From an optimization exercise on the open Yosys and OpenROAD flow, aimed at small area, a short achievable clock period and few clock cycles; shortcuts taken in it are not production practice.
Function was checked by simulation only, so behaviour that the tests miss may differ from the original.
Power figures rest on the tool's default switching activity, not on a simulated workload.

==> design.v <==
`timescale 1ns/1ns
module CPU (input clk, rst,
            input ld_we, input [4:0] ld_addr, input [7:0] ld_data,
            output st_valid, output [4:0] st_addr, output [7:0] st_data);
  reg [7:0] mem [0:31];
  reg [7:0] stk [0:31];
  reg [4:0] pc, pc1;            
  reg       e_pop;              
  reg       e_jz;               
  reg       e_add, e_sub, e_and;
  reg       r_dn, r_up;         
  reg       t_md, t_nmd, t_s1, t_ns1, t_alu, t_nalu, t_ns0, t_s0;   
  reg       u_ns0, u_alu;       
  reg [4:0] ra;                 
  reg       wen;
  reg [4:0] wa;
  reg [7:0] wd;
  wire [7:0] s0 = stk[0];
  wire [7:0] s1 = stk[1];
  wire [7:0] s2 = stk[2];
  wire taken = e_jz & (s0 == 8'd0);
  assign st_valid = e_pop;
  assign st_addr  = wa;
  assign st_data  = wd;
  always @(posedge clk) begin
    if (wen)
      mem[wa] <= wd;
  end
  wire [7:0] fe = mem[{pc1[4:1], 1'b0}];
  wire [7:0] fodd = mem[{pc[4:1], 1'b1}];
  wire [7:0] f0 = pc[0] ? fodd : fe;
  wire [7:0] f1 = pc[0] ? fe : fodd;
  wire hit0 = wen & (wa == pc);
  wire hit1 = wen & (wa == pc1);
  wire [2:0] o0 = f0[7:5];
  wire [2:0] o1 = f1[7:5];
  wire [4:0] a0 = f0[4:0];
  wire [4:0] a1 = f1[4:0];
  wire i0_push = o0 == 3'b100;
  wire i0_pop  = o0 == 3'b101;
  wire i0_not  = o0 == 3'b011;
  wire i0_alu  = ~o0[2] & ~(o0[1] & o0[0]);
  wire i0_jmp  = o0 == 3'b110;
  wire i0_jz   = o0 == 3'b111;
  wire i1_push = o1 == 3'b100;
  wire i1_not  = o1 == 3'b011;
  wire i1_jmp  = o1 == 3'b110;
  wire i1_pop  = o1 == 3'b101;
  wire i1_alu  = ~o1[2] & ~(o1[1] & o1[0]);
  wire hz   = (i0_pop & (a0[4:3] == pc1[4:3])) | hit1;
  wire x0   = i0_pop | i0_alu | i0_not;
  wire p_j  = ~i0_jmp & i1_jmp & ~hz;          
  wire p_p  = x0 & i1_push & ~hz;              
  wire p_n  = (x0 | i0_push) & i1_not & ~hz;   
  wire p_z  = i0_jz & (i1_push | i1_alu | i1_not) & ~hit1;   
  wire same = a0 == a1;                        
  wire pairable = ((x0 & i1_push) | ((x0 | i0_push) & i1_not) | (i0_jz & (i1_push | i1_alu | i1_not)));
  wire [4:0] seq_pc  = i1_jmp ? a1  : pairable ? pc2 : pc1;
  wire [4:0] seq_pc1 = i1_jmp ? a1i : pairable ? pc3 : pc2;
  wire [4:0] npc  = i0_jmp ? a0  : hz ? pc1 : seq_pc;
  wire [4:0] npc1 = i0_jmp ? a0i : hz ? pc2 : seq_pc1;
  wire [4:0] pc2 = pc1 + 5'd1;
  wire [4:0] pc3 = pc1 + 5'd2;
  wire [4:0] a0i = a0 + 5'd1;
  wire [4:0] a1i = a1 + 5'd1;
  always @(posedge clk, posedge rst) begin
    if (rst) begin
      pc  <= 5'd0;
      pc1 <= 5'd1;
      {e_pop, e_jz, r_dn, r_up, u_ns0, u_alu} <= 6'd0;
      {t_md, t_nmd, t_s1, t_ns1, t_alu, t_nalu, t_ns0} <= 7'd0;
      t_s0 <= 1'b1;
    end else if (taken | hit0) begin
      if (taken) begin
        pc  <= wa;
        pc1 <= wa + 5'd1;
      end
      {e_pop, e_jz, r_dn, r_up, u_ns0, u_alu} <= 6'd0;
      {t_md, t_nmd, t_s1, t_ns1, t_alu, t_nalu, t_ns0} <= 7'd0;
      t_s0 <= 1'b1;
    end else begin
      pc  <= npc;
      pc1 <= npc1;
      e_pop  <= i0_pop;
      e_jz   <= i0_jz;
      if (p_z) begin
        r_dn   <= i1_push;
        r_up   <= i1_alu;
        u_ns0  <= 1'b0;
        u_alu  <= 1'b0;
        t_md   <= i1_push;
        t_nmd  <= 1'b0;
        t_s1   <= 1'b0;
        t_ns1  <= 1'b0;
        t_alu  <= i1_alu;
        t_nalu <= 1'b0;
        t_ns0  <= i1_not;
        t_s0   <= 1'b0;
      end else begin
        r_dn   <= i0_push | (i0_not & p_p);
        r_up   <= (i0_pop | i0_alu) & ~p_p;
        u_ns0  <= i0_not & p_p;
        u_alu  <= i0_alu & p_p;
        t_md   <= (i0_push & ~p_n) | (p_p & ~(i0_pop & same));
        t_nmd  <= i0_push & p_n;
        t_s1   <= i0_pop & ~p_p & ~p_n;
        t_ns1  <= i0_pop & p_n;
        t_alu  <= i0_alu & ~p_p & ~p_n;
        t_nalu <= i0_alu & p_n;
        t_ns0  <= i0_not & ~p_p & ~p_n;
        t_s0   <= i0_jmp | i0_jz | (i0_not & p_n) | (p_p & i0_pop & same);
      end
    end
  end
  always @(posedge clk) begin
    e_add <= (p_z ? o1[1:0] : o0[1:0]) == 2'b00;
    e_sub <= (p_z ? o1[1:0] : o0[1:0]) == 2'b01;
    e_and <= (p_z ? o1[1:0] : o0[1:0]) == 2'b10;
    ra    <= (p_p | p_z) ? a1 : a0;
  end
  wire nt = ~taken;
  wire [7:0] md   = mem[ra];
  wire [7:0] sum  = s0 + s1;
  wire [7:0] diff = ~(~s0 + s1);           
  wire [7:0] alu  = ({8{e_add}} & sum) | ({8{e_sub}} & diff) | ({8{e_and}} & (s0 & s1));
  wire [7:0] top_n = ({8{t_md & nt}}   & md)
                   | ({8{t_nmd & nt}}  & ~md)
                   | ({8{t_s1 & nt}}   & s1)
                   | ({8{t_ns1 & nt}}  & ~s1)
                   | ({8{t_alu & nt}}  & alu)
                   | ({8{t_nalu & nt}} & ~alu)
                   | ({8{t_ns0 & nt}}  & ~s0)
                   | ({8{t_s0 | taken}} & s0);
  always @(posedge clk) begin
    wen <= ld_we | (~rst & ~taken & ~hit0 & i0_pop);
    wa  <= ld_we ? ld_addr : a0;
    wd  <= ld_we ? ld_data : top_n;
  end
  integer k;
  always @(posedge clk, posedge rst) begin
    if (rst) begin
      for (k = 0; k < 32; k = k + 1)
        stk[k] <= 8'd0;
    end else begin
      stk[0] <= top_n;
      if (r_dn & nt)
        stk[1] <= u_ns0 ? ~s0 : s0;
      else if (r_up & nt)
        stk[1] <= s2;
      else if (u_alu)
        stk[1] <= alu;
      for (k = 2; k < 32; k = k + 1)
        if (r_dn & nt)
          stk[k] <= stk[k-1];
        else if (r_up & nt)
          stk[k] <= stk[(k+1) % 32];
    end
  end
endmodule
==> flow/run.sh <==
#!/bin/bash
# Standard ORFS layout (the standard.sh, unchanged synthesis), with extra
# settings appended to config.mk: repair_timing aims for a tighter setup slack,
# and the port buffers are plain buffers.
set -e
cat flow/extra.mk >> config.mk
bash standard.sh > standard.log 2>&1
==> flow/extra.mk <==
export SETUP_SLACK_MARGIN = 6.5
export TNS_END_PERCENT = 20
export BUFFER_PORTS_ARGS = -buffer_cell sky130_fd_sc_hd__buf_4
==> standard.sh <==
#!/bin/bash
# synth_recipe.tcl (not shown) runs the flow's synth.tcl, then flattens the netlist and writes it again
# the make line also repeats each setting of config.mk as NAME=value (left out here)
make -C /OpenROAD-flow-scripts/flow DESIGN_CONFIG=/design/flow/config.mk WORK_HOME=/design/flow/orfs CLKGATE_MAP_FILE= SYNTH_SCRIPT=/design/flow/synth_recipe.tcl "${@:-finish}"
==> config.mk <==
export PLATFORM = sky130hd
export DESIGN_NAME = CPU
export DESIGN_NICKNAME = CPU
export VERILOG_FILES = /design/flow/design.v
export SDC_FILE = /design/flow/constraint.sdc
export NUM_CORES = 4
export LEC_CHECK = 0
export ABC_CLOCK_PERIOD_IN_PS = 2800
export CAP_MARGIN = 20
export CORE_MARGIN = 2
export CORE_UTILIZATION = 60
export CTS_BUF_LIST = sky130_fd_sc_hd__clkbuf_8 sky130_fd_sc_hd__clkbuf_16
export CTS_CLUSTER_DIAMETER = 60
export CTS_CLUSTER_SIZE = 30
export PLACE_DENSITY = 0.7
export SLEW_MARGIN = 20
export SETUP_SLACK_MARGIN = 6.5
export TNS_END_PERCENT = 20
export BUFFER_PORTS_ARGS = -buffer_cell sky130_fd_sc_hd__buf_4
==> constraint.sdc <==
create_clock -name core_clock -period 10.0 [get_ports {clk}]
set_input_delay 2.0000 -clock core_clock [delete_from_list [all_inputs] [get_ports {clk}]]
set_output_delay 2.0000 -clock core_clock [all_outputs]
set_load 0.01 [all_outputs]
==> flow_summary.ini, run 1 <==
[place]
place_inst = 3009
detailed_place_hpwl_um = 47000
post-place-ws_ns = 5.54
globalplace.congestion = 0.972
placed_area_mm2 = 0.0283
io_buffers = 29

[synthesis]
share_of_synthesized_area_occupied_by_flip_flops_and_latches_pct = 54.8
asyncSetResetFlopFracSynth_pct = 50.2
dominant_register_cell_in_the_synthesized_netlist = dfrtp_1
yosysWarnings = 2
synth_area_mm2 = 0.0276
yosys_register_bits = 558
syn_nets = 2551
synthDistinctLibCells = 81
synthesis.area_per_instance_um2 = 11.0
post_synth_inst_count = 2509
synth-edff-count = 256

[sta]
postLayoutSetupSlackWorst_ns = 6.39
final-max-slew-violation-count = 0
unrepaired_setup_endpoints_after_global_routing = yes
final-setup-viol-count = 0
worst_clock_skew_ns = 0.0276
fin_tns_setup_ns = 0
final_hold_viol_count = 0
worst_slack_on_hold_paths_ns = 0.541
timing.slew.headroom_pct = 27.3
maxClockFrequency_mhz = 277
finalCritPeriodShare_pct = 36.1
tightest_slew_ns = 1.09
final_period_minus_worst_setup_slack_ns = 3.61

[pwr]
fin_total_pwr_mw = 11.9
p_leak_nw = 11.9
power_per_cell_area_mw_per_mm2 = 392
ir_worst_vdd_mv = 0.303

[detailed_routing]
drt-initial-drc-count = 2847
route.detailed.drc = 0
routed-via-count = 20400
number_of_nets_still_failing_antenna_checks_after_routing = 0
detail_route.vias_per_cell = 6.53
detail_route.wirelength_um = 74400
drt-wirelength-per-cell_um = 23.9
detail_route.first_pass.iterations = 6

[final_layout]
insertedDiodeCount = 0
fin_util_pct = 66.9
final_common_cell = nand2_1
layout.nets = 2529
final_cell_area_mm2 = 0.0304
relative_area_change_from_synthesis_to_final_layout_pct = 10.0
highest_count_cells_in_the_layout_ignoring_fill_and_taps = nand2_1, nor2_1, dfrtp_1, edfxtp_1, a31oi_1
final_cells = 3118
final_layout_size_suffix_gt1_share_pct = 16.1

[setup_path]
timing.critical_path.cells = buf_4
worstSetupStartpointType = flop
setup.worst_path.class = reg -> out
critical_path.endpoint_type = primary output
crit_buf_inv = 1
timing.critical_path.required_ns = 8.00
critical-path-top-delay-family = flip-flops
cp.arrival_ns = 1.61
reg2reg_slack_ns = 6.46
critical-path-max-stage-delay_ns = 0.78
cp_max_fo = 14
cp_slowest_cell = dfxtp_1

[grt]
antenna_found_initial = 1
grt_use_total_pct = 31.2
grt_start_max_net_pins = 283
globalRouteOverflowTotal = 0
grt_pass1_vias = 19400
grt_pass1_wl_um = 113000

[clock_tree]
htreeDepth = 2
cts_buffers = 40
cts.clk_slew.worst_paths_ns = 0.09
clock_sinks = 558
clk_path_buf_depth = 3
worst_skew_pair.late_latency_ns = 0.61
tritoncts = done
ctsRootBufferMaster = clkbuf_16

[die]
core_area_mm2 = 0.0454
placementRows = 78
die_y_um = 219
die_area_mm2 = 0.0478
die_x_um = 219
io_pins = 30
initial_core_util_pct = 60.8

[hold_path]
min-delay-path-class = reg -> reg

[outcome]
status = timing/DRC/antenna clean

[run]
cap_viol_max_count = 0
-- cell type report --
type,count,area (µm²)
clock buffer,42,1040
clock inverter,31,443
fill,3355,15000
inverter,34,139
multi-input combinational,1740,11800
sequential,558,15200
tap,600,751
timing repair buffer,113,1050
-- cells by family after synthesis --
family | after synthesis | share of synthesized area [%]
muxes | 235 | 14.2
DFF | 558 | 54.8
xor gates and xnor gates | 38 | 1.21
and+or+nand+nor | 994 | 14.5
adders and majority gates | 26 | 1.23
buffers and inverters | 215 | 3.29
AOI/OAI and AO/OA | 443 | 10.8
-- routing by layer --
layer | GRT usage, % | routed length [µm] | up-vias
met5 | 0.729 | 66 | -
met4 | 14.8 | 3770 | 4
met3 | 5.33 | 6090 | 213
met2 | 51.8 | 36100 | 931
met1 | 40.0 | 28400 | 10100
li1 | - | - | 9067
-- cell usage after synthesis (8+ instances only) --
library cell	n	area share (%)
a22oi_1	24	0.65
mux4_2	122	10
edfxtp_1	256	28
and2_1	11	0.25
nand3_1	25	0.45
dfrtp_1	278	25
or3_1	12	0.27
nor2_1	344	4.7
mux2_2	23	0.94
a31oi_1	253	5.7
dfxtp_1	22	1.6
a22o_1	8	0.25
mux2i_1	87	3.2
ha_1	24	1.1
o22ai_1	9	0.20
buf_1	13	0.18
xor2_1	18	0.57
nand2_1	539	7.3
a211oi_1	14	0.38
nor3_1	14	0.25
clkbuf_1	136	1.8
o21ai_0	27	0.49
and3_1	11	0.25
buf_2	22	0.40
xnor2_1	20	0.63
inv_1	33	0.45
a21oi_1	44	0.80
-- report_power, final --
part	total (mW)	switching (mW)	leakage (nW)	internal [mW]
sequential	4.12	0.782	5.81	3.34
combinational	5.96	3.49	5.34	2.47
clock	1.82	0.953	0.726	0.867
-- worst paths after layout --
kind,start,endpoint,cells past startpoint
setup / recovery,wa[3],st_addr[3],1
hold / removal,stk[31][0],stk[30][0],2
setup reg to reg,pc1[2],pc1[0],13
hold reg to reg,stk[31][0],stk[30][0],2
max in group asynchronous,rst,stk[20][1],4
min in group asynchronous,rst,pc1[1],3
-- state kept, by name (all words and copies together), names as in the netlist, 5 cells and up, named ones only --
name	flops
stk	256
wd	8
wa	5
mem	256
pc1	5
pc	5
-- repair_timing --
| item | CTS | global route |
|---|---|---|
| setup endpoints to repair | 293 | 32 |
| cloned | 3 | 3 |
| pin swaps | 6 | 3 |
| hold buffers | 0 | 0 |
| resized for setup | 26 | 32 |
| setup buffers | 13 | 14 |
Testbench counts, summed over its fixed seeds: cycles 14,781.
==> run 2: changes to the inputs <==
==> flow/extra.mk (replaced) <==
export SETUP_SLACK_MARGIN = 7.0
export TNS_END_PERCENT = 20
export BUFFER_PORTS_ARGS = -buffer_cell sky130_fd_sc_hd__buf_4
--- a/config.mk
+++ b/config.mk
@@ -14,6 +14,6 @@
 export CTS_CLUSTER_SIZE = 30
 export PLACE_DENSITY = 0.7
 export SLEW_MARGIN = 20
-export SETUP_SLACK_MARGIN = 6.5
+export SETUP_SLACK_MARGIN = 7.0
 export TNS_END_PERCENT = 20
 export BUFFER_PORTS_ARGS = -buffer_cell sky130_fd_sc_hd__buf_4
==> run 2 against run 1 <==
- register-to-register slack better by 0.14 ns
- largest cell class unchanged
- cell area is 3.6% higher
- flip-flop and latch count stayed put
- clock power hardly changed
- setup slack better by 0.21 ns
- critical path depth is 11 higher
- synthesized cell count stayed put
- highest routed layer unchanged
- largest power group unchanged
==> flow_summary.ini, run 2 <==
[place]
globalplace.congestion = 0.972
io_buffers = 29
placed_area_mm2 = 0.0283
post-place-ws_ns = 5.54
place_inst = 3009
detailed_place_hpwl_um = 47000

[pwr]
fin_total_pwr_mw = 12.8
pwr-share-comb_pct = 53.5
ir_worst_vdd_mv = 0.265
power.switching_fraction_pct = 43.8
p_leak_nw = 12.3
power_per_cell_area_mw_per_mm2 = 406
power.clock.fraction_pct = 14.3
share_seq_of_total_power_pct = 32.2
p_int_mw = 7.18
total_switching_power_mw = 5.59

[final_layout]
final_cell_area_mm2 = 0.0315
insertedDiodeCount = 0
multi_input_area_mm2 = 0.0122
fin_util_pct = 69.4
layout.nets = 2580
sequential_cell_area_mm2 = 0.0152
final_cells = 3169
highest_count_cells_in_the_layout_ignoring_fill_and_taps = nand2_1, nor2_1, dfrtp_1, edfxtp_1, a31oi_1
relative_area_change_from_synthesis_to_final_layout_pct = 14.0
reg_top3 = mem: 256 flops, stk: 256 flops, wd: 8 flops
final_layout_size_suffix_gt1_share_pct = 19.9
final_common_cell = nand2_1
n_fill_cell = 3192

[detailed_routing]
maxUsedRoutingLayer = met5
drt-initial-drc-count = 2924
detail_route.vias_per_cell = 6.66
detailroute.wirelength.met2_um = 38000
drt-wirelength-per-cell_um = 25.0
route.detailed.drc = 0
number_of_nets_still_failing_antenna_checks_after_routing = 0
routed-via-count = 21100
detail_route.first_pass.iterations = 5
detail_route.wirelength_um = 79300
met3_length_um = 7130
route.layer.met1.wl_um = 29000

[sta]
final_period_minus_worst_setup_slack_ns = 3.40
worst_clock_skew_ns = 0.0264
unrepaired_setup_endpoints_after_global_routing = yes
maxClockFrequency_mhz = 294
tightest_slew_ns = 1.19
worst_slack_on_hold_paths_ns = 0.542
timing.slew.headroom_pct = 20.2
finalCritPeriodShare_pct = 34.0
final_hold_viol_count = 0
final-max-slew-violation-count = 0
final-setup-viol-count = 0
fin_tns_setup_ns = 0
postLayoutSetupSlackWorst_ns = 6.60

[setup_path]
reg2reg_slack_ns = 6.60
critical_path.endpoint_type = flop
timing.critical_path.cells = buf_12 > buf_12 > mux4_2 > mux2i_1 > mux2_4 > o221a_2 > nand2_1 > a31oi_2 > o21a_4 > mux2i_1 > nand3_1 > o311ai_4
worst-r2r-cell-count = 12
timing.rr.start = pc[3]
timing.critical_path.required_ns = 10.45
cp_slowest_cell = mux4_2
cp_max_fo = 8
worstSetupStartpointType = flop
setup.worst_path.class = reg -> reg
critical_path.startpoint = pc[3]
critical-path-max-stage-delay_ns = 0.51
crit-reg2reg-capture = pc1[2]
cp.arrival_ns = 3.85

[clock_tree]
ctsRootBufferMaster = clkbuf_16
tritoncts = done
clk_path_buf_depth = 3
clock_sinks = 558
cts_buffers = 40
htreeDepth = 2
cts.clk_slew.worst_paths_ns = 0.09
worst_skew_pair.late_latency_ns = 0.61

[die]
placementRows = 78
io_pins = 30
die_y_um = 219
initial_core_util_pct = 60.8
core_area_mm2 = 0.0454
die_x_um = 219
die_area_mm2 = 0.0478

[run]
cap_viol_max_count = 0

[synthesis]
synth_xor_area_share_pct = 1.21
dominant_register_cell_in_the_synthesized_netlist = dfrtp_1
synthTopCellsByArea = edfxtp_1, dfrtp_1, mux4_2
synth_mux_area_share_pct = 14.2
yosys-top-cells-count = nand2_1, nor2_1, dfrtp_1
yosys_register_bits = 558
synth-edff-count = 256
leading_cell_type_by_number_of_instances_after_synthesis = nand2_1
yosysWarnings = 2
synth_area_mm2 = 0.0276
synthesis.area_per_instance_um2 = 11.0
synth_simple_gate_area_share_pct = 14.5
share_of_synthesized_area_occupied_by_flip_flops_and_latches_pct = 54.8
post_synth_inst_count = 2509
synth_top_family_by_area = simple AND/OR/NAND/NOR gates
yosys_top_cell_area_share_pct = 27.8
asyncSetResetFlopFracSynth_pct = 50.2
synthDistinctLibCells = 81
synth_area_leader_cell = edfxtp_1
synth_compound_area_share_pct = 10.8
post_synth_fa_ha_maj_area_fraction_pct = 1.23
syn_nets = 2551

[outcome]
status = timing/DRC/antenna clean

[hold_path]
hold_path.startpoint = stk[31][0]
min-delay-path-class = reg -> reg
holdPathEnd = stk[30][0]
worstHoldPathCells = 2

[grt]
antenna_found_initial = 1
grt_use_total_pct = 33.2
globalRouteOverflowTotal = 0
grt_start_max_net_pins = 283
grt_pass1_wl_um = 119000
grt_pass1_vias = 20100
## run 2: routing by layer
metal	global-route usage, %	vias to the layer above
met4	18.4	2
met3	5.97	288
met1	42.2	10500
li1	-	9189
met2	54.1	1149
met5	0	-
## run 2: cell families (layout without fill, tap and decap cells)
| group | Yosys count | after routing |
|---|---|---|
| and+or+nand+nor | 994 | 998 |
| DFF | 558 | 558 |
| AOI/OAI and AO/OA | 443 | 444 |
| muxes | 235 | 235 |
| buffers and inverters | 215 | 270 |
| xor gates and xnor gates | 38 | 38 |
| adders and majority gates | 26 | 26 |
## run 2: power groups by stage
stage          sequential [mW]  combinational (mW)  clock [mW]
2_1_floorplan             3.86                4.29           0
3_3_place_gp              4.10                5.36           0
3_5_place_dp              4.14                5.51           0
4_1_cts                   4.08                6.30        1.85
5_1_grt                   4.20                7.35        1.93
6_report                  4.11                6.84        1.83
## run 2: timing repair
| action | 4_1_cts | 5_1_grt |
|---|---|---|
| gates resized for setup | 115 | 62 |
| setup endpoints to repair | 477 | 413 |
| hold buffers | 0 | 0 |
| gates cloned | 12 | 1 |
| setup buffers | 48 | 25 |
| pin swaps | 22 | 22 |
## run 2: worst max path at each step
| stage | end | slack (ns) |
|---|---|---|
| 2_1_floorplan | e_jz | 4.29 |
| 3_3_place_gp | pc1[2] | 5.58 |
| 3_5_place_dp | pc1[2] | 5.54 |
| 4_1_cts | st_data[1] | 6.68 |
| 5_1_grt | pc1[1] | 6.54 |
| 6_report | pc1[2] | 6.60 |
## run 2: final cells by class
cell class	instances	area share [%]
clock buffer	42	3.30
clock inverter	31	1.41
inverter	34	0.441
multi-input combinational	1741	38.7
sequential	558	48.3
tap	600	2.39
timing repair buffer	163	5.51
## run 2: critical path, delay by kind of cell (launching register included)
kind,cells,cell delay (ns)
buffers and inverters,2,0.31
multiplexers,4,1.25
flip-flops,1,0.44
AO/OA/AOI/OAI,4,0.95
AND/OR/NAND/NOR,2,0.30
==> run 3: changes to the inputs <==
==> flow/extra.mk (replaced) <==
export SETUP_SLACK_MARGIN = 6.8
export TNS_END_PERCENT = 20
export BUFFER_PORTS_ARGS = -buffer_cell sky130_fd_sc_hd__buf_4
--- a/config.mk
+++ b/config.mk
@@ -14,6 +14,6 @@
 export CTS_CLUSTER_SIZE = 30
 export PLACE_DENSITY = 0.7
 export SLEW_MARGIN = 20
-export SETUP_SLACK_MARGIN = 7.0
+export SETUP_SLACK_MARGIN = 6.8
 export TNS_END_PERCENT = 20
 export BUFFER_PORTS_ARGS = -buffer_cell sky130_fd_sc_hd__buf_4
==> run 3 against run 2 <==
- clock skew grew 0.0018 ns
- cell area shrank 0.48%
- hold slack lost 0.0020 ns
- flip-flop and latch count is the same
- fmax grew 0.38%
- critical endpoint unchanged
- largest power group unchanged
==> flow_summary.ini, run 3 <==
[sta]
fin_tns_setup_ns = 0
final_period_minus_worst_setup_slack_ns = 3.39
unrepaired_setup_endpoints_after_global_routing = yes
final_hold_viol_count = 0
maxClockFrequency_mhz = 295
finalCritPeriodShare_pct = 33.9
tightest_slew_ns = 1.20
timing.slew.headroom_pct = 19.5
final-max-slew-violation-count = 0
final-setup-viol-count = 0
worst_clock_skew_ns = 0.0282

[die]
core_area_mm2 = 0.0454
die_area_mm2 = 0.0478
die_x_um = 219
die_y_um = 219
placementRows = 78
initial_core_util_pct = 60.8
io_pins = 30

[detailed_routing]
number_of_nets_still_failing_antenna_checks_after_routing = 0
route.detailed.drc = 0
drt-initial-drc-count = 2780
routed-via-count = 21000
detail_route.first_pass.iterations = 6
detail_route.wirelength_um = 78500
detail_route.vias_per_cell = 6.65
drt-wirelength-per-cell_um = 24.8

[setup_path]
cp.arrival_ns = 3.84
worstSetupStartpointType = flop
timing.critical_path.cells = buf_12 > buf_16 > buf_4 > mux2i_2 > a22oi_2 > and3_4 > or4_4 > a221oi_4 > a21oi_4 > o21a_4 > mux2i_1 > nand3_1 > o311ai_4
reg2reg_slack_ns = 6.61
critical-path-max-stage-delay_ns = 0.53
critical_path.endpoint_type = flop
setup.worst_path.class = reg -> reg
cp_max_fo = 5
cp_slowest_cell = or4_4
crit_buf_inv = 3
critical-path-top-delay-family = compound AO/OA/AOI/OAI gates
timing.critical_path.required_ns = 10.45

[place]
globalplace.congestion = 0.972
io_buffers = 29
detailed_place_hpwl_um = 47000

[synthesis]
yosys_register_bits = 558
synthTopCellsByArea = edfxtp_1, dfrtp_1, mux4_2
synth_area_leader_cell = edfxtp_1
yosysWarnings = 2
dominant_register_cell_in_the_synthesized_netlist = dfrtp_1
post_synth_inst_count = 2509
post_synth_fa_ha_maj_area_fraction_pct = 1.23
share_of_synthesized_area_occupied_by_flip_flops_and_latches_pct = 54.8
synthDistinctLibCells = 81
yosys-top-cells-count = nand2_1, nor2_1, dfrtp_1
synth_xor_area_share_pct = 1.21
syn_nets = 2551
synth_mux_area_share_pct = 14.2
synth_top_family_by_area = simple AND/OR/NAND/NOR gates
synth-edff-count = 256
synth_area_mm2 = 0.0276
yosys_top_cell_area_share_pct = 27.8
synthesis.area_per_instance_um2 = 11.0
synth_simple_gate_area_share_pct = 14.5
synth_compound_area_share_pct = 10.8
leading_cell_type_by_number_of_instances_after_synthesis = nand2_1
asyncSetResetFlopFracSynth_pct = 50.2

[clock_tree]
clk_path_buf_depth = 3
clock_sinks = 558
htreeDepth = 2
ctsRootBufferMaster = clkbuf_16
cts.clk_slew.worst_paths_ns = 0.09
tritoncts = done
cts_buffers = 40
post_cts_hold_buffer_count = 0
worst_skew_pair.late_latency_ns = 0.61

[final_layout]
layout.nets = 2571
highest_count_cells_in_the_layout_ignoring_fill_and_taps = nand2_1, nor2_1, dfrtp_1, edfxtp_1, a31oi_1
final_common_cell = nand2_1
relative_area_change_from_synthesis_to_final_layout_pct = 13.4
final_layout_size_suffix_gt1_share_pct = 18.9
fin_util_pct = 69.0
reg_top3 = mem: 256 flops, stk: 256 flops, wd: 8 flops
insertedDiodeCount = 0

[pwr]
power_per_cell_area_mw_per_mm2 = 404
p_leak_nw = 12.3
ir_worst_vdd_mv = 0.266

[grt]
grt_pass1_vias = 20000
grt_start_max_net_pins = 283
grt_pass1_wl_um = 119000
grt_use_total_pct = 32.9
globalRouteOverflowTotal = 0
antenna_found_initial = 1

[hold_path]
min-delay-path-class = reg -> reg

[outcome]
status = timing/DRC/antenna clean

[run]
cap_viol_max_count = 0
[run 3: cell types whose count changed in the layout (fill, tap and decap cells not counted), moves of 3 or more]
cell,before,now
buf_4,121,116
a21oi_1,40,44
a21oi_2,4,0
dfrtp_1,271,275
dfrtp_2,6,2
mux2i_4,7,4
[run 3: final cells by class]
class | instances | area, µm²
Inverter | 34 | 139
Sequential cell | 558 | 15200
Clock buffer | 42 | 1040
Tap cell | 600 | 751
Fill cell | 3189 | 14100
Clock inverter | 31 | 443
Timing Repair Buffer | 154 | 1640
Multi-Input combinational cell | 1741 | 12100
[run 3: tightest hold or removal path: cells and delay by family (launching register included)]
kind	cells	cell delay, ns
flops	1	0.38
compound gates	1	0.07
simple gates	1	0.06
[run 3: logic make-up (layout without fill, tap and decap cells)]
group | after synthesis | count (layout)
xor gates and xnor gates | 38 | 38
and+or+nand+nor | 994 | 998
DFF | 558 | 558
buffers and inverters | 215 | 261
AOI/OAI and AO/OA | 443 | 444
muxes | 235 | 235
adders and majority gates | 26 | 26
[run 3: power breakdown]
part / switching (mW) / internal (mW) / leakage, nW
Sequential: 0.772 / 3.34 / 5.81
Combinational: 3.80 / 2.91 / 5.72
Clock: 0.960 / 0.867 / 0.726
[run 3: path summary, 6_finish.rpt]
| path | end | depth (start not counted) | start |
|---|---|---|---|
| max | pc1[2] | 13 | pc[3] |
| max reg2reg | pc1[2] | 13 | pc[3] |
| min reg2reg | stk[30][0] | 2 | stk[31][0] |
| max in group asynchronous | stk[20][1] | 4 | rst |
| min | stk[30][0] | 2 | stk[31][0] |
| min in group asynchronous | e_pop | 3 | rst |
[run 3: layer usage]
metal  global-route usage, %  part of all wire, %  vias to the layer above
met5                       0                0.017                        -
met4                    17.8                  6.1                        2
met3                    5.18                  8.4                      282
met2                    54.1                   48                     1089
met1                    42.4                   37                    10500
li1                        -                    -                     9168
[run 3: what timing repair did]
item / in CTS / in global routing
pin swaps: 19 / 23
setup endpoints to repair: 307 / 268
gates resized for setup: 103 / 49
cloned: 12 / 1
buffers inserted: 41 / 23
[run 3: metrics by stage]
step	instances	cell area, µm²	worst slack [ns]	power (mW)	hold slack (ns)
floorplan	2509	27600	4.29	8.15	0.514
global placement	3008	28200	5.58	9.47	0.517
detailed placement	3009	28300	5.54	9.66	0.531
CTS	3135	30800	6.68	12.2	0.546
global route	3160	31300	6.54	13.4	0.564
finish	3160	31300	6.61	12.7	0.540
==> run 4: changes to the inputs <==
==> flow/extra.mk (replaced) <==
export SETUP_SLACK_MARGIN = 6.8
export TNS_END_PERCENT = 5
export BUFFER_PORTS_ARGS = -buffer_cell sky130_fd_sc_hd__buf_4
--- a/config.mk
+++ b/config.mk
@@ -15,5 +15,5 @@
 export PLACE_DENSITY = 0.7
 export SLEW_MARGIN = 20
 export SETUP_SLACK_MARGIN = 6.8
-export TNS_END_PERCENT = 20
+export TNS_END_PERCENT = 5
 export BUFFER_PORTS_ARGS = -buffer_cell sky130_fd_sc_hd__buf_4
==> run 4 against run 3 <==
- largest cell class unchanged
- hold slack hardly changed
- cell area fell by 0.37%
- largest power group unchanged
- sequential power hardly changed
==> flow_summary.ini, run 4 <==
[outcome]
status = timing/DRC/antenna clean

[pwr]
power.switching_fraction_pct = 43.9
total_switching_power_mw = 5.51
pwr-share-comb_pct = 52.7
ir_worst_vdd_mv = 0.265
p_int_mw = 7.06
p_leak_nw = 12.2
share_seq_of_total_power_pct = 32.8
power_per_cell_area_mw_per_mm2 = 403
power.clock.fraction_pct = 14.5

[grt]
grt_start_max_net_pins = 283
grt_use_total_pct = 32.8
globalRouteOverflowTotal = 0
grt_pass1_vias = 20000
grt_pass1_wl_um = 118000
antenna_found_initial = 0

[synthesis]
synth_simple_gate_area_share_pct = 14.5
synth_xor_area_share_pct = 1.21
synthDistinctLibCells = 81
yosys_top_cell_area_share_pct = 27.8
synth_area_leader_cell = edfxtp_1
synth_top_family_by_area = simple AND/OR/NAND/NOR gates
synthTopCellsByArea = edfxtp_1, dfrtp_1, mux4_2
share_of_synthesized_area_occupied_by_flip_flops_and_latches_pct = 54.8
synth_area_mm2 = 0.0276
dominant_register_cell_in_the_synthesized_netlist = dfrtp_1
synth_compound_area_share_pct = 10.8
asyncSetResetFlopFracSynth_pct = 50.2
leading_cell_type_by_number_of_instances_after_synthesis = nand2_1
synth-edff-count = 256
post_synth_fa_ha_maj_area_fraction_pct = 1.23
yosys-top-cells-count = nand2_1, nor2_1, dfrtp_1
syn_nets = 2551
yosysWarnings = 2
yosys_register_bits = 558
synthesis.area_per_instance_um2 = 11.0
post_synth_inst_count = 2509
synth_mux_area_share_pct = 14.2

[final_layout]
reg_top3 = mem: 256 flops, stk: 256 flops, wd: 8 flops
layout.nets = 2562
insertedDiodeCount = 0
final_common_cell = nand2_1
highest_count_cells_in_the_layout_ignoring_fill_and_taps = nand2_1, nor2_1, dfrtp_1, edfxtp_1, a31oi_1
relative_area_change_from_synthesis_to_final_layout_pct = 13.0
final_layout_size_suffix_gt1_share_pct = 18.8

[sta]
finalCritPeriodShare_pct = 33.7
worst_clock_skew_ns = 0.0287
maxClockFrequency_mhz = 297
final_hold_viol_count = 0
final-setup-viol-count = 0
worst_slack_on_hold_paths_ns = 0.539
final_period_minus_worst_setup_slack_ns = 3.37
tightest_slew_ns = 1.21
fin_tns_setup_ns = 0
timing.slew.headroom_pct = 19.0
unrepaired_setup_endpoints_after_global_routing = yes
final-max-slew-violation-count = 0

[detailed_routing]
number_of_nets_still_failing_antenna_checks_after_routing = 0
routed-via-count = 20900
drt-wirelength-per-cell_um = 24.9
detail_route.wirelength_um = 78300
detail_route.first_pass.iterations = 6
drt-initial-drc-count = 2767
detail_route.vias_per_cell = 6.63
route.detailed.drc = 0

[place]
detailed_place_hpwl_um = 47000
globalplace.congestion = 0.972
io_buffers = 29

[setup_path]
cp_max_fo = 5
timing.critical_path.cells = buf_12 > buf_16 > buf_4 > mux2i_2 > a22oi_2 > and3_4 > or4_4 > a221oi_4 > a21oi_4 > o21a_4 > mux2i_1 > nand3_1 > o311ai_2
critical_path.endpoint_type = flop
timing.critical_path.required_ns = 10.43
setup.worst_path.class = reg -> reg
worstSetupStartpointType = flop
critical-path-top-delay-family = compound AO/OA/AOI/OAI gates
timing.rr.start = pc[3]
cp_slowest_cell = or4_4
critical_path.startpoint = pc[3]
critical-path-max-stage-delay_ns = 0.53
cp.arrival_ns = 3.80
crit_buf_inv = 3

[die]
core_area_mm2 = 0.0454
die_y_um = 219
placementRows = 78
initial_core_util_pct = 60.8
io_pins = 30
die_x_um = 219
die_area_mm2 = 0.0478

[hold_path]
hold_path.startpoint = stk[31][0]
min-delay-path-class = reg -> reg

[clock_tree]
tritoncts = done
htreeDepth = 2
cts.clk_slew.worst_paths_ns = 0.09
worst_skew_pair.late_latency_ns = 0.61
cts_buffers = 40
ctsRootBufferMaster = clkbuf_16
clock_sinks = 558
clk_path_buf_depth = 3

[run]
cap_viol_max_count = 0
==> run 4: area by class of cell <==
cell class	instances	area, µm²
Fill cell	3216	14200
Timing Repair Buffer	145	1540
Clock inverter	31	443
Inverter	34	139
Sequential cell	558	15200
Clock buffer	42	1040
Tap cell	600	751
Multi-Input combinational cell	1741	12100
==> run 4: tightest hold or removal path, delay by kind of cell (launching register included) <==
kind	cells	cell delay (ns)
flip-flops	1	0.38
AND/OR/NAND/NOR	1	0.06
AO/OA/AOI/OAI	1	0.07
==> run 4: cells by family (layout without fill, tap and decap cells) <==
kind of cell    Yosys count  in the layout
simple gates            994            998
buf+inv                 215            252
xor+xnor                 38             38
mux                     235            235
compound gates          443            444
flops                   558            558
fa+ha+maj                26             26
==> run 4: what timing repair did <==
item / in CTS / in global routing
setup endpoints to repair: 307 / 253
hold buffers: 0 / 0
gates cloned: 11 / 1
pin swaps: 19 / 16
setup buffers: 40 / 16
endpoints found under the hold margin: 0 / 0
resized for setup: 102 / 50
==> run 4: stage by stage <==
stage / util [%] / cells / area, µm² / setup WS [ns] / total power, mW
after CTS: 67.8 / 3133 / 30800 / 6.68 / 12.1
after floorplan: - / 2509 / 27600 / 4.29 / 8.15
after global placement: 62.2 / 3008 / 28200 / 5.58 / 9.47
after global routing: 68.8 / 3151 / 31200 / 6.56 / 13.3
after detailed placement: 62.3 / 3009 / 28300 / 5.54 / 9.66
final: 68.8 / 3151 / 31200 / 6.63 / 12.6
==> run 4: power by group through the flow <==
| stage | Clock (mW) | Sequential (mW) | Combinational [mW] |
|---|---|---|---|
| after floorplan | 0 | 3.86 | 4.29 |
| after CTS | 1.85 | 4.09 | 6.18 |
| final | 1.83 | 4.12 | 6.63 |
| after global routing | 1.92 | 4.21 | 7.14 |
| after global placement | 0 | 4.10 | 5.36 |
| after detailed placement | 0 | 4.14 | 5.51 |
==> run 4: routing by layer <==
layer,share of wire [%],up-vias,global-route usage [%]
li1,-,9154,-
met2,48,1101,53.7
met4,6.0,0,17.4
met5,0,-,0
met3,8.8,259,5.29
met1,37,10400,42.3
==> run 4: path summary, 6_finish.rpt <==
| path | end | slack (ns) | cells past startpoint |
|---|---|---|---|
| hold / removal | stk[30][0] | 0.54 | 2 |
| setup reg to reg | pc1[2] | 6.63 | 13 |
| hold reg to reg | stk[30][0] | 0.54 | 2 |
| setup / recovery | pc1[2] | 6.63 | 13 |
| min in group asynchronous | e_pop | 1.67 | 3 |
| max in group asynchronous | stk[20][1] | 6.89 | 4 |
==> run 5: changes to the inputs <==
--- a/config.mk
+++ b/config.mk
@@ -5,7 +5,7 @@
 export SDC_FILE = /design/flow/constraint.sdc
 export NUM_CORES = 4
 export LEC_CHECK = 0
-export ABC_CLOCK_PERIOD_IN_PS = 2800
+export ABC_AREA = 1
 export CAP_MARGIN = 20
 export CORE_MARGIN = 2
 export CORE_UTILIZATION = 60
==> run 5 against run 4 <==
- combinational power is 6.3% higher
- final cell count grew 26%
- fmax about the same
- largest power group unchanged
- count of clock-buffer cells in the layout grew 1
- cell area is 2.2% higher
- global-route usage increased by 2.5 points
==> flow_summary.ini, run 5 <==
[die]
die_area_mm2 = 0.0496
io_pins = 30
initial_core_util_pct = 60.5
core_area_mm2 = 0.0474
die_x_um = 223
die_y_um = 223
placementRows = 80

[setup_path]
timing.critical_path.required_ns = 10.47
worstSetupStartpointType = flop
cp_max_fo = 16
cp.arrival_ns = 3.85
reg2reg_slack_ns = 6.63
timing.rr.start = pc[1]
critical_path.endpoint_type = flop
setup.worst_path.class = reg -> reg
worst-r2r-cell-count = 17
crit-reg2reg-capture = pc1[2]

[hold_path]
min-delay-path-class = reg -> reg
worstHoldPathCells = 2
holdPathEnd = stk[31][6]
hold_path.startpoint = stk[31][6]

[sta]
final-max-slew-violation-count = 0
final_period_minus_worst_setup_slack_ns = 3.37
final-setup-viol-count = 0
final_hold_viol_count = 0
worst_clock_skew_ns = 0.0295
fin_tns_setup_ns = 0
timing.slew.headroom_pct = 17.8
unrepaired_setup_endpoints_after_global_routing = yes
tightest_slew_ns = 1.23
maxClockFrequency_mhz = 296
finalCritPeriodShare_pct = 33.7

[outcome]
status = timing/DRC/antenna clean

[detailed_routing]
detail_route.first_pass.iterations = 8
drt-wirelength-per-cell_um = 23.3
detail_route.wirelength_um = 92500
drt-initial-drc-count = 3166
detail_route.vias_per_cell = 6.34
route.detailed.drc = 0
routed-via-count = 25200
number_of_nets_still_failing_antenna_checks_after_routing = 0

[place]
placed_area_mm2 = 0.0290
place_inst = 3829
detailed_place_hpwl_um = 52700
globalplace.congestion = 0.938
io_buffers = 29

[pwr]
ir_worst_vdd_mv = 0.290
p_leak_nw = 13.2
power.switching_fraction_pct = 49.5
power.clock.fraction_pct = 14.2
p_int_mw = 6.41
total_switching_power_mw = 6.28
fin_total_pwr_mw = 12.7
pwr-share-comb_pct = 55.5
power_per_cell_area_mw_per_mm2 = 398
share_seq_of_total_power_pct = 30.3

[synthesis]
yosys_top_cell_area_share_pct = 26.8
synth_area_mm2 = 0.0287
yosysWarnings = 2
asyncSetResetFlopFracSynth_pct = 50.2
synth-edff-count = 256
post_synth_inst_count = 3378
yosys_register_bits = 558
share_of_synthesized_area_occupied_by_flip_flops_and_latches_pct = 52.8
synth_compound_area_share_pct = 22.3
synthDistinctLibCells = 55
synth_top_family_by_area = compound AO/OA/AOI/OAI gates
synthTopCellsByArea = edfxtp_1, dfrtp_1, o21ai_0
dominant_register_cell_in_the_synthesized_netlist = dfrtp_1
post_synth_fa_ha_maj_area_fraction_pct = 1.19
synth_simple_gate_area_share_pct = 14.9
yosys-top-cells-count = o21ai_0, nand2_1, inv_1
synth_mux_area_share_pct = 0
syn_nets = 3420
synth_xor_area_share_pct = 0.549
synth_area_leader_cell = edfxtp_1
leading_cell_type_by_number_of_instances_after_synthesis = o21ai_0
synthesis.area_per_instance_um2 = 8.49

[final_layout]
multi_input_area_mm2 = 0.0113
final_common_cell = o21ai_0
final_cells = 3967
reg_top3 = mem: 256 flops, stk: 256 flops, wd: 8 flops
fin_util_pct = 67.2
n_fill_cell = 3803
final_cell_area_mm2 = 0.0319
insertedDiodeCount = 0
final_layout_size_suffix_gt1_share_pct = 10.1
sequential_cell_area_mm2 = 0.0152
relative_area_change_from_synthesis_to_final_layout_pct = 11.2
highest_count_cells_in_the_layout_ignoring_fill_and_taps = o21ai_0, nand2_1, inv_1, nor2_1, dfrtp_1
layout.nets = 3361

[run]
cap_viol_max_count = 0

[clock_tree]
worst_skew_pair.late_latency_ns = 0.61
tritoncts = done
cts_buffers = 42
ctsRootBufferMaster = clkbuf_16
clk_path_buf_depth = 3
post_cts_hold_buffer_count = 0
cts.clk_slew.worst_paths_ns = 0.09
htreeDepth = 2
clock_sinks = 558

[grt]
grt_pass1_vias = 23500
global_route.peak_usage_layer = met2
groute.layer.met1.usage_pct = 44.5
grt_pass1_wl_um = 135000
grt_start_max_net_pins = 169
globalRouteOverflowTotal = 0
met2_track_usage_gr_pct = 56.3
grt_use_met3_pct = 6.32
antenna_found_initial = 0
grt_use_total_pct = 35.3
run 5: layout make-up:
type                       count  share of cell area [%]
clock inverter                34                    1.16
clock buffer                  43                    3.37
timing repair inverter         5                   0.118
multi-input combinational   2231                    35.6
tap                          615                    2.41
timing repair buffer         114                    4.91
inverter                     367                    4.83
sequential                   558                    47.6
run 5: how the worst max path moves through the flow:
stage | from | end | slack [ns] | cells after the start
6_report | pc[1] | pc1[2] | 6.63 | 17
3_5_place_dp | stk[0][2] | stk[9][3] | 5.57 | 11
2_1_floorplan | rst | wen | 3.72 | 3
3_3_place_gp | stk[0][2] | stk[16][3] | 5.73 | 11
4_1_cts | pc[1] | pc[0] | 6.65 | 22
5_1_grt | pc[1] | pc1[2] | 6.60 | 17
run 5: repair_timing:
item	in CTS	in global routing
gates cloned	8	17
pin swaps	2	11
endpoints found under the setup margin	302	453
setup buffers	9	26
gates resized for setup	83	91
hold endpoints to repair	0	0
run 5: power groups by stage:
stage               Combinational [mW]  Sequential (mW)  Clock [mW]
global placement                  5.83             3.85           0
detailed placement                5.95             3.87           0
floorplan                         4.27             3.70           0
global route                      7.66             3.91        1.90
finish                            7.05             3.84        1.80
CTS                               6.31             3.82        1.81
run 5: layer usage:
metal	part of all wire, %	vias to the layer above
li1	-	11400
met2	46	1342
met3	8.9	324
met4	7.1	0
met5	0	-
met1	38	12100
run 5: kinds of logic (layout without fill, tap and decap cells):
group                    count (synthesis)  after routing
AND/OR/NAND/NOR                        990            993
adder cells (fa/ha/maj)                 26             26
buffers and inverters                  592            563
XOR/XNOR                                18             18
flip-flops                             558            558
AO/OA/AOI/OAI                         1194           1194
run 5: per-stage QoR:
stage | setup WS (ns) | hold slack, ns
floorplan | 3.72 | 0.444
global placement | 5.73 | 0.457
detailed placement | 5.57 | 0.467
CTS | 6.65 | 0.492
global route | 6.60 | 0.513
finish | 6.63 | 0.490
run 5: worst max-delay path: stages (launching register included):
cell       delay (ns)
dfrtp_2          0.39
buf_12           0.18
inv_6            0.08
clkbuf_16        0.21
nor2_1           0.10
nor2_1           0.04
o21ai_0          0.15
o211ai_1         0.39
nand3_2          0.23
nand2_1          0.14
o21ai_4          0.24
inv_1            0.07
ha_1             0.23
or2_2            0.32
a31oi_1          0.20
nand2_1          0.11
nand2_1          0.08
nand2_1          0.05
==> run 6: changes to the inputs <==
--- a/config.mk
+++ b/config.mk
@@ -5,7 +5,7 @@
 export SDC_FILE = /design/flow/constraint.sdc
 export NUM_CORES = 4
 export LEC_CHECK = 0
-export ABC_AREA = 1
+export ABC_CLOCK_PERIOD_IN_PS = 1500
 export CAP_MARGIN = 20
 export CORE_MARGIN = 2
 export CORE_UTILIZATION = 60
==> run 6 against run 5 <==
- fmax is essentially flat
- still clean
- largest cell class unchanged
- critical path depth fell by 4
- critical endpoint unchanged
- global-route usage is 2.5 points lower
- cell area fell by 2.2%
- largest power group unchanged
- non-clock buffer count grew 31
==> flow_summary.ini, run 6 <==
[outcome]
status = timing/DRC/antenna clean

[synthesis]
yosys_top_cell_area_share_pct = 27.8
synth-edff-count = 256
yosys-top-cells-count = nand2_1, nor2_1, dfrtp_1
synth_simple_gate_area_share_pct = 14.5
yosysWarnings = 2
synthesis.area_per_instance_um2 = 11.0
syn_nets = 2551
synth_mux_area_share_pct = 14.2
post_synth_fa_ha_maj_area_fraction_pct = 1.23
leading_cell_type_by_number_of_instances_after_synthesis = nand2_1
asyncSetResetFlopFracSynth_pct = 50.2
synth_xor_area_share_pct = 1.21
yosys_register_bits = 558
dominant_register_cell_in_the_synthesized_netlist = dfrtp_1
share_of_synthesized_area_occupied_by_flip_flops_and_latches_pct = 54.8
synth_compound_area_share_pct = 10.8
post_synth_inst_count = 2509
synth_area_mm2 = 0.0276
synth_top_family_by_area = simple AND/OR/NAND/NOR gates
synthDistinctLibCells = 81
synth_area_leader_cell = edfxtp_1
synthTopCellsByArea = edfxtp_1, dfrtp_1, mux4_2

[detailed_routing]
number_of_nets_still_failing_antenna_checks_after_routing = 0
maxUsedRoutingLayer = met4
route.layer.met1.wl_um = 28900
drt-initial-drc-count = 2767
routed-via-count = 20900
detailroute.wirelength.met2_um = 37800
detail_route.vias_per_cell = 6.63
detail_route.first_pass.iterations = 6
met3_length_um = 6880
detail_route.wirelength_um = 78300
drt-wirelength-per-cell_um = 24.9
route.detailed.drc = 0

[hold_path]
min-delay-path-class = reg -> reg

[clock_tree]
worst_skew_pair.late_latency_ns = 0.61
ctsRootBufferMaster = clkbuf_16
post_cts_hold_buffer_count = 0
tritoncts = done
cts_buffers = 40
clock_sinks = 558
cts.clk_slew.worst_paths_ns = 0.09
clk_path_buf_depth = 3
htreeDepth = 2

[setup_path]
worstSetupStartpointType = flop
critical-path-max-stage-delay_ns = 0.53
timing.critical_path.required_ns = 10.43
reg2reg_slack_ns = 6.63
critical_path.endpoint_type = flop
cp_max_fo = 5
cp.arrival_ns = 3.80
critical-path-top-delay-family = compound AO/OA/AOI/OAI gates
setup.worst_path.class = reg -> reg
crit_buf_inv = 3
timing.critical_path.cells = buf_12 > buf_16 > buf_4 > mux2i_2 > a22oi_2 > and3_4 > or4_4 > a221oi_4 > a21oi_4 > o21a_4 > mux2i_1 > nand3_1 > o311ai_2
cp_slowest_cell = or4_4

[sta]
tightest_slew_ns = 1.21
fin_tns_setup_ns = 0
final_period_minus_worst_setup_slack_ns = 3.37
final-max-slew-violation-count = 0
final_hold_viol_count = 0
postLayoutSetupSlackWorst_ns = 6.63
final-setup-viol-count = 0
finalCritPeriodShare_pct = 33.7
worst_clock_skew_ns = 0.0287
timing.slew.headroom_pct = 19.0
maxClockFrequency_mhz = 297
unrepaired_setup_endpoints_after_global_routing = yes

[final_layout]
final_common_cell = nand2_1
n_fill_cell = 3216
highest_count_cells_in_the_layout_ignoring_fill_and_taps = nand2_1, nor2_1, dfrtp_1, edfxtp_1, a31oi_1
relative_area_change_from_synthesis_to_final_layout_pct = 13.0
reg_top3 = mem: 256 flops, stk: 256 flops, wd: 8 flops
insertedDiodeCount = 0
fin_util_pct = 68.8
layout.nets = 2562
final_layout_size_suffix_gt1_share_pct = 18.8

[place]
detailed_place_hpwl_um = 47000
globalplace.congestion = 0.972
post-place-ws_ns = 5.54
io_buffers = 29

[run]
cap_viol_max_count = 0

[die]
die_area_mm2 = 0.0478
die_y_um = 219
io_pins = 30
initial_core_util_pct = 60.8
placementRows = 78
core_area_mm2 = 0.0454
die_x_um = 219

[grt]
antenna_found_initial = 0
grt_pass1_wl_um = 118000
grt_start_max_net_pins = 283
grt_pass1_vias = 20000
grt_use_total_pct = 32.8
globalRouteOverflowTotal = 0

[pwr]
total_switching_power_mw = 5.51
power.clock.fraction_pct = 14.5
pwr-share-comb_pct = 52.7
power.switching_fraction_pct = 43.9
power_per_cell_area_mw_per_mm2 = 403
p_leak_nw = 12.2
share_seq_of_total_power_pct = 32.8
p_int_mw = 7.06
ir_worst_vdd_mv = 0.265
-- run 6: timing repair --
action | 4_1_cts | 5_1_grt
hold endpoints to repair | 0 | 0
pin swaps | 19 | 16
cloned | 11 | 1
setup buffers | 40 | 16
endpoints found under the setup margin | 307 | 253
gates resized for setup | 102 | 50
-- run 6: worst register-to-register path: stages, from the launching register on --
cell      delay [ns]
dfrtp_2         0.46
buf_12          0.15
buf_16          0.14
buf_4           0.16
mux2i_2         0.24
a22oi_2         0.12
and3_4          0.22
or4_4           0.53
a221oi_4        0.37
a21oi_4         0.15
o21a_4          0.19
mux2i_1         0.18
nand3_1         0.12
o311ai_2        0.18
-- run 6: layout make-up --
cell class              count  area [µm²]  share of cell area (%)
clock buffers              42        1040                    3.33
clock inverters            31         443                    1.42
inverters                  34         139                   0.445
multi-input cells        1741       12100                    38.8
flip-flops and latches    558       15200                    48.6
well taps                 600         751                    2.41
repair buffers            145        1540                    4.93
-- run 6: metrics by stage --
stage / area, µm² / instances / hold slack (ns) / power [mW]
after detailed placement: 28300 / 3009 / 0.531 / 9.66
after global routing: 31200 / 3151 / 0.564 / 13.3
after global placement: 28200 / 3008 / 0.517 / 9.47
after floorplan: 27600 / 2509 / 0.514 / 8.15
after CTS: 30800 / 3133 / 0.546 / 12.1
final: 31200 / 3151 / 0.539 / 12.6
-- run 6: routing by layer --
| layer | global-route usage, % | vias to the layer above |
|---|---|---|
| met2 | 53.7 | 1101 |
| met1 | 42.3 | 10400 |
| li1 | - | 9154 |
| met3 | 5.29 | 259 |
| met5 | 0 | - |
| met4 | 17.4 | 0 |
-- run 6: cell families after synthesis --
logic type	after synthesis
AOI/OAI and AO/OA	443
adders and majority gates	26
and+or+nand+nor	994
muxes	235
DFF	558
buffers and inverters	215
xor gates and xnor gates	38
-- run 6: worst paths after layout --
| kind | to | start | depth (start not counted) |
|---|---|---|---|
| setup / recovery | pc1[2] | pc[3] | 13 |
| hold / removal | stk[30][0] | stk[31][0] | 2 |
| setup reg to reg | pc1[2] | pc[3] | 13 |
| hold reg to reg | stk[30][0] | stk[31][0] | 2 |
| max in group asynchronous | stk[20][1] | rst | 4 |
| min in group asynchronous | e_pop | rst | 3 |
-- run 6: power groups by stage --
| stage | sequential, mW | combinational [mW] | clock, mW |
|---|---|---|---|
| final | 4.12 | 6.63 | 1.83 |
| after global routing | 4.21 | 7.14 | 1.92 |
| after CTS | 4.09 | 6.18 | 1.85 |
| after detailed placement | 4.14 | 5.51 | 0 |
| after global placement | 4.10 | 5.36 | 0 |
| after floorplan | 3.86 | 4.29 | 0 |
==> run 7: changes to the inputs <==
--- a/config.mk
+++ b/config.mk
@@ -5,14 +5,14 @@
 export SDC_FILE = /design/flow/constraint.sdc
 export NUM_CORES = 4
 export LEC_CHECK = 0
-export ABC_CLOCK_PERIOD_IN_PS = 1500
+export ABC_CLOCK_PERIOD_IN_PS = 2800
 export CAP_MARGIN = 20
 export CORE_MARGIN = 2
 export CORE_UTILIZATION = 60
 export CTS_BUF_LIST = sky130_fd_sc_hd__clkbuf_8 sky130_fd_sc_hd__clkbuf_16
 export CTS_CLUSTER_DIAMETER = 60
 export CTS_CLUSTER_SIZE = 30
-export PLACE_DENSITY = 0.7
+export PLACE_DENSITY = 0.62
 export SLEW_MARGIN = 20
 export SETUP_SLACK_MARGIN = 6.8
 export TNS_END_PERCENT = 5
==> run 7 against run 6 <==
- die area stayed put
- fmax is 0.18% lower
- flip-flop and latch count stayed put
- power is 1.7% lower
- largest power group unchanged
- register-to-register slack hardly changed
- first-iteration DRC count is 8.1% lower
==> flow_summary.ini, run 7 <==
[place]
io_buffers = 29
detailed_place_hpwl_um = 48900
placed_area_mm2 = 0.0283
globalplace.congestion = 0.918

[synthesis]
syn_nets = 2551
synthesis.area_per_instance_um2 = 11.0
synthTopCellsByArea = edfxtp_1, dfrtp_1, mux4_2
synth_area_leader_cell = edfxtp_1
yosysWarnings = 2
yosys-top-cells-count = nand2_1, nor2_1, dfrtp_1
yosys_register_bits = 558
dominant_register_cell_in_the_synthesized_netlist = dfrtp_1
share_of_synthesized_area_occupied_by_flip_flops_and_latches_pct = 54.8
leading_cell_type_by_number_of_instances_after_synthesis = nand2_1
asyncSetResetFlopFracSynth_pct = 50.2
synthDistinctLibCells = 81
synth_area_mm2 = 0.0276
yosys_top_cell_area_share_pct = 27.8
post_synth_inst_count = 2509
synth-edff-count = 256

[setup_path]
critical_path.endpoint_type = flop
worstSetupStartpointType = flop
cp.arrival_ns = 3.88
critical_path.startpoint = pc[3]
cp_max_fo = 8
timing.critical_path.required_ns = 10.51
timing.rr.start = pc[3]
setup.worst_path.class = reg -> reg

[hold_path]
min-delay-path-class = reg -> reg
hold_path.startpoint = stk[31][5]

[detailed_routing]
routed-via-count = 20700
number_of_nets_still_failing_antenna_checks_after_routing = 0
drt-wirelength-per-cell_um = 24.7
detail_route.first_pass.iterations = 8
detail_route.vias_per_cell = 6.58
route.detailed.drc = 0
detail_route.wirelength_um = 77800
drt-initial-drc-count = 2544

[pwr]
p_leak_nw = 12.2
ir_worst_vdd_mv = 0.247
share_seq_of_total_power_pct = 33.2
pwr-share-comb_pct = 51.7
total_switching_power_mw = 5.37
power_per_cell_area_mw_per_mm2 = 398
power.switching_fraction_pct = 43.4
p_int_mw = 7.00
power.clock.fraction_pct = 15.1

[grt]
grt_pass1_vias = 19800
grt_use_total_pct = 32.6
globalRouteOverflowTotal = 0
antenna_found_initial = 0
grt_pass1_wl_um = 117000
grt_start_max_net_pins = 287

[sta]
final_hold_viol_count = 0
tightest_slew_ns = 1.06
timing.slew.headroom_pct = 29.1
final-setup-viol-count = 0
unrepaired_setup_endpoints_after_global_routing = yes
final_period_minus_worst_setup_slack_ns = 3.38
fin_tns_setup_ns = 0
finalCritPeriodShare_pct = 33.8
worst_clock_skew_ns = 0.0456
maxClockFrequency_mhz = 296
final-max-slew-violation-count = 0

[die]
initial_core_util_pct = 60.8
die_area_mm2 = 0.0478
io_pins = 30
die_y_um = 219
placementRows = 78
die_x_um = 219
core_area_mm2 = 0.0454

[outcome]
status = timing/DRC/antenna clean

[final_layout]
sequential_cell_area_mm2 = 0.0152
layout.nets = 2556
final_common_cell = nand2_1
reg_top3 = mem: 256 flops, stk: 256 flops, wd: 8 flops
relative_area_change_from_synthesis_to_final_layout_pct = 12.4
final_layout_size_suffix_gt1_share_pct = 17.9
multi_input_area_mm2 = 0.0119
n_fill_cell = 3332
highest_count_cells_in_the_layout_ignoring_fill_and_taps = nand2_1, nor2_1, dfrtp_1, edfxtp_1, a31oi_1
insertedDiodeCount = 0
final_cell_area_mm2 = 0.0310
fin_util_pct = 68.4

[clock_tree]
cts.clk_slew.worst_paths_ns = 0.08
cts_buffers = 42
worst_skew_pair.late_latency_ns = 0.62
ctsRootBufferMaster = clkbuf_16
clock_sinks = 558
htreeDepth = 2
tritoncts = done
clk_path_buf_depth = 3

[run]
cap_viol_max_count = 0
## run 7: cell types whose count changed in the layout (fill, tap and decap cells not counted), sizes merged
cell / delta
a21oi: -1
buf: -4
clkbuf: +2
clkinv: -1
clkinvlp: +3
nand2: -2
nand4: -1
## run 7: logic make-up (layout without fill, tap and decap cells)
group	Yosys count	after routing	share of synthesized area, %
buffers and inverters	215	252	3.29
DFF	558	558	54.8
AOI/OAI and AO/OA	443	443	10.8
muxes	235	235	14.2
and+or+nand+nor	994	995	14.5
adders and majority gates	26	26	1.23
xor gates and xnor gates	38	38	1.21
## run 7: power groups by stage
stage | Clock, mW | Combinational (mW) | Sequential [mW]
CTS | 1.89 | 6.12 | 4.08
finish | 1.86 | 6.40 | 4.10
floorplan | 0 | 4.29 | 3.86
global route | 1.97 | 6.92 | 4.19
global placement | 0 | 5.42 | 4.10
detailed placement | 0 | 5.55 | 4.13
## run 7: worst paths after layout
check	slack [ns]	endpoint	depth (start not counted)
min	0.54	stk[30][5]	2
max reg2reg	6.62	pc1[0]	14
min in group asynchronous	1.63	e_pop	3
max	6.62	pc1[0]	14
min reg2reg	0.54	stk[30][5]	2
max in group asynchronous	6.90	stk[29][3]	4
## run 7: worst max-delay path, cell delays in order (launching register included)
cell      delay (ns)
dfrtp_2         0.43
buf_12          0.16
mux4_2          0.49
mux2_2          0.31
mux2i_4         0.33
o221a_4         0.29
o211ai_2        0.16
a21oi_4         0.22
or2_1           0.17
inv_1           0.05
ha_1            0.18
nor3_1          0.22
nor2_1          0.08
nor3_2          0.13
a211oi_2        0.05
## run 7: per-stage QoR
| step | instances | power (mW) | hold WS [ns] | setup slack [ns] |
|---|---|---|---|---|
| after global routing | 3147 | 13.1 | 0.564 | 6.55 |
| final | 3147 | 12.4 | 0.540 | 6.62 |
| after detailed placement | 3018 | 9.68 | 0.531 | 5.88 |
| after floorplan | 2509 | 8.15 | 0.514 | 4.29 |
| after global placement | 3018 | 9.52 | 0.525 | 5.83 |
| after CTS | 3138 | 12.1 | 0.542 | 6.65 |
## run 7: timing repair
item | in CTS | in global routing
resized for setup | 92 | 23
setup buffers | 36 | 7
endpoints found under the setup margin | 65 | 292
pin swaps | 12 | 6
cloned | 7 | 1
hold buffers | 0 | 0
hold endpoints to repair | 0 | 0
## run 7: layer usage
metal	global-route usage, %	vias up	share of wire, %
met5	0	-	0
met4	19.3	0	6.9
met3	6.24	309	7.9
met2	53.2	939	48
met1	40.8	10300	37
li1	-	9130	-
## run 7: final cells by class
type,instances,area share [%]
multi-input cells,1737,38.4
clock inverters,33,1.41
repair buffers,141,4.99
clock buffers,44,3.51
inverters,34,0.447
well taps,600,2.42
flip-flops and latches,558,48.9
==> run 8: changes to the inputs <==
--- a/config.mk
+++ b/config.mk
@@ -12,7 +12,7 @@
 export CTS_BUF_LIST = sky130_fd_sc_hd__clkbuf_8 sky130_fd_sc_hd__clkbuf_16
 export CTS_CLUSTER_DIAMETER = 60
 export CTS_CLUSTER_SIZE = 30
-export PLACE_DENSITY = 0.62
+export PLACE_DENSITY = 0.8
 export SLEW_MARGIN = 20
 export SETUP_SLACK_MARGIN = 6.8
 export TNS_END_PERCENT = 5
==> run 8 against run 7 <==
- sequential power up 1%
- count of clock-buffer cells in the layout is 7 lower
- highest routed layer unchanged
- setup slack worse by 0.15 ns
- clock power down 11%
- die area unchanged
- via count grew 4.4%
- area after synthesis did not move
- sequential share of layout area rose by 0.11 points
==> flow_summary.ini, run 8 <==
[setup_path]
timing.critical_path.cells = clkbuf_16 > buf_12 > mux4_2 > mux2i_1 > mux2_4 > a221o_1 > buf_6 > a221oi_4 > a21oi_4 > nand3_4 > nand2_4 > mux2_2
critical_path.endpoint_type = flop
cp_max_fo = 8
critical-path-max-stage-delay_ns = 0.52
timing.critical_path.required_ns = 10.47
critical_path.startpoint = pc[3]
cp_slowest_cell = dfrtp_2
crit_buf_inv = 3
setup.worst_path.class = reg -> reg
timing.rr.start = pc[3]
cp.arrival_ns = 4.00
critical-path-top-delay-family = multiplexers
worstSetupStartpointType = flop

[grt]
globalRouteOverflowTotal = 0
antenna_found_initial = 0
grt_start_max_net_pins = 177
grt_pass1_vias = 21000
grt_use_total_pct = 34.7
grt_pass1_wl_um = 124000

[clock_tree]
clock_sinks = 558
worst_skew_pair.late_latency_ns = 0.62
ctsRootBufferMaster = clkbuf_16
tritoncts = done
clk_path_buf_depth = 3
cts.clk_slew.worst_paths_ns = 0.09
cts_buffers = 36
htreeDepth = 2
post_cts_hold_buffer_count = 0

[detailed_routing]
number_of_nets_still_failing_antenna_checks_after_routing = 0
drt-wirelength-per-cell_um = 26.5
drt-initial-drc-count = 3447
routed-via-count = 21600
detail_route.vias_per_cell = 6.93
route.detailed.drc = 0
detail_route.wirelength_um = 82500
detail_route.first_pass.iterations = 9

[synthesis]
synth_mux_area_share_pct = 14.2
yosys_register_bits = 558
yosys-top-cells-count = nand2_1, nor2_1, dfrtp_1
synth_area_mm2 = 0.0276
synthDistinctLibCells = 81
synthTopCellsByArea = edfxtp_1, dfrtp_1, mux4_2
synth_simple_gate_area_share_pct = 14.5
share_of_synthesized_area_occupied_by_flip_flops_and_latches_pct = 54.8
post_synth_fa_ha_maj_area_fraction_pct = 1.23
synthesis.area_per_instance_um2 = 11.0
dominant_register_cell_in_the_synthesized_netlist = dfrtp_1
synth-edff-count = 256
leading_cell_type_by_number_of_instances_after_synthesis = nand2_1
synth_area_leader_cell = edfxtp_1
synth_compound_area_share_pct = 10.8
yosysWarnings = 2
post_synth_inst_count = 2509
syn_nets = 2551
synth_top_family_by_area = simple AND/OR/NAND/NOR gates
asyncSetResetFlopFracSynth_pct = 50.2
synth_xor_area_share_pct = 1.21
yosys_top_cell_area_share_pct = 27.8

[sta]
worst_clock_skew_ns = 0.0485
final_hold_viol_count = 0
final-setup-viol-count = 0
final_period_minus_worst_setup_slack_ns = 3.53
tightest_slew_ns = 1.21
final-max-slew-violation-count = 0
fin_tns_setup_ns = 0
finalCritPeriodShare_pct = 35.3
maxClockFrequency_mhz = 283
unrepaired_setup_endpoints_after_global_routing = yes
timing.slew.headroom_pct = 18.9

[pwr]
ir_worst_vdd_mv = 0.315
power_per_cell_area_mw_per_mm2 = 406
p_leak_nw = 12.0

[die]
core_area_mm2 = 0.0454
placementRows = 78
io_pins = 30
initial_core_util_pct = 60.8
die_x_um = 219
die_y_um = 219
die_area_mm2 = 0.0478

[place]
globalplace.congestion = 0.985
io_buffers = 29
detailed_place_hpwl_um = 47800
place_inst = 2996

[run]
cap_viol_max_count = 0

[final_layout]
insertedDiodeCount = 0
highest_count_cells_in_the_layout_ignoring_fill_and_taps = nand2_1, nor2_1, dfrtp_1, edfxtp_1, a31oi_1
relative_area_change_from_synthesis_to_final_layout_pct = 12.4
reg_top3 = mem: 256 flops, stk: 256 flops, wd: 8 flops
final_cells = 3119
final_common_cell = nand2_1
layout.nets = 2535
final_layout_size_suffix_gt1_share_pct = 18.5

[hold_path]
hold_path.startpoint = stk[31][5]
min-delay-path-class = reg -> reg

[outcome]
status = timing/DRC/antenna clean
-- run 8: what timing repair did --
action,4_1_cts,5_1_grt
setup buffers,34,11
endpoints found under the hold margin,0,0
gates resized for setup,129,44
endpoints found under the setup margin,185,286
gates cloned,12,2
pin swaps,14,8
-- run 8: worst paths after layout --
path                         endpoint  slack [ns]  depth (start not counted)
max in group asynchronous  stk[20][6]        6.95                          4
hold / removal             stk[30][5]        0.54                          2
setup / recovery                 flop        6.47                         12
min in group asynchronous      pc1[2]        1.57                          3
setup reg to reg                 flop        6.47                         12
hold reg to reg            stk[30][5]        0.54                          2
-- run 8: area by class of cell --
cell class / instances / area (µm²)
Sequential cell: 558 / 15200
Clock inverter: 27 / 349
Timing Repair Buffer: 125 / 1580
Tap cell: 600 / 751
Multi-Input combinational cell: 1738 / 12100
Inverter: 34 / 139
Clock buffer: 37 / 926
Fill cell: 3086 / 14400
-- run 8: metal layers --
layer / GRT usage (%) / wire (µm)
met5: 0 / 0
met2: 55.2 / 38600
met4: 20.2 / 5900
met1: 42.1 / 28000
met3: 10.4 / 10100
-- run 8: kinds of logic after synthesis --
group | Yosys count
XOR/XNOR | 38
adder cells (fa/ha/maj) | 26
AND/OR/NAND/NOR | 994
multiplexers | 235
buffers and inverters | 215
AO/OA/AOI/OAI | 443
flip-flops | 558
-- run 8: tightest hold or removal path, stage by stage, from the launching register on --
cell and delay, ns:
dfrtp_1 0.38, nand2_1 0.06, a31oi_1 0.08
-- run 8: where the power goes --
part | switching, mW | leakage [nW] | total, mW | internal [mW]
Clock | 0.901 | 0.616 | 1.66 | 0.764
Sequential | 0.813 | 5.81 | 4.16 | 3.35
Combinational | 3.89 | 5.62 | 6.77 | 2.88
Total | 5.60 | 12.0 | 12.6 | 6.99
-- run 8: stage by stage --
stage	instance area [µm²]	hold WS, ns	utilization, %	power [mW]	setup WS, ns
after CTS	30700	0.539	67.6	12.1	6.71
after detailed placement	28200	0.532	62.1	9.65	5.81
after global placement	28100	0.525	62.0	9.44	5.91
after floorplan	27600	0.514	-	8.15	4.29
after global routing	31000	0.546	68.4	13.2	6.45
final	31000	0.536	68.4	12.6	6.47

-- what the ideal ports hide --
How much do the figures lean on ideal ports? The routed layouts below were timed once more, with nothing changed but the port constraints. Step 1 sets driving cells, clkbuf_16 on the clock port and buf_2 on the other inputs (assumed; they add their load-dependent delay and slew). Step 2 also shifts input and output timing later by t, the mid clock arrival at the registers, as if the neighbouring blocks saw the same clock. Three values: no drivers, after step 1, after step 2; two values: the first two.
| run | t (ns) | slack for setup (ns) |
|---|---|---|
| run 1 | 0.652 | 6.391 / 6.330 / 6.258 |
| run 2 | 0.655 | 6.602 / 6.602 / 6.336 |
| run 3 | 0.654 | 6.615 / 6.615 / 6.269 |
| run 4 | 0.655 | 6.629 / 6.626 / 6.268 |
| run 5 | 0.652 | 6.626 / 6.626 / 6.446 |
| run 6 | 0.655 | 6.629 / 6.626 / 6.268 |
| run 7 | 0.661 | 6.623 / 6.601 / 6.269 |
| run 8 | 0.657 | 6.469 / 6.469 / 6.301 |
After both steps every run listed still meets setup and hold. Setup slack includes reset recovery checks.
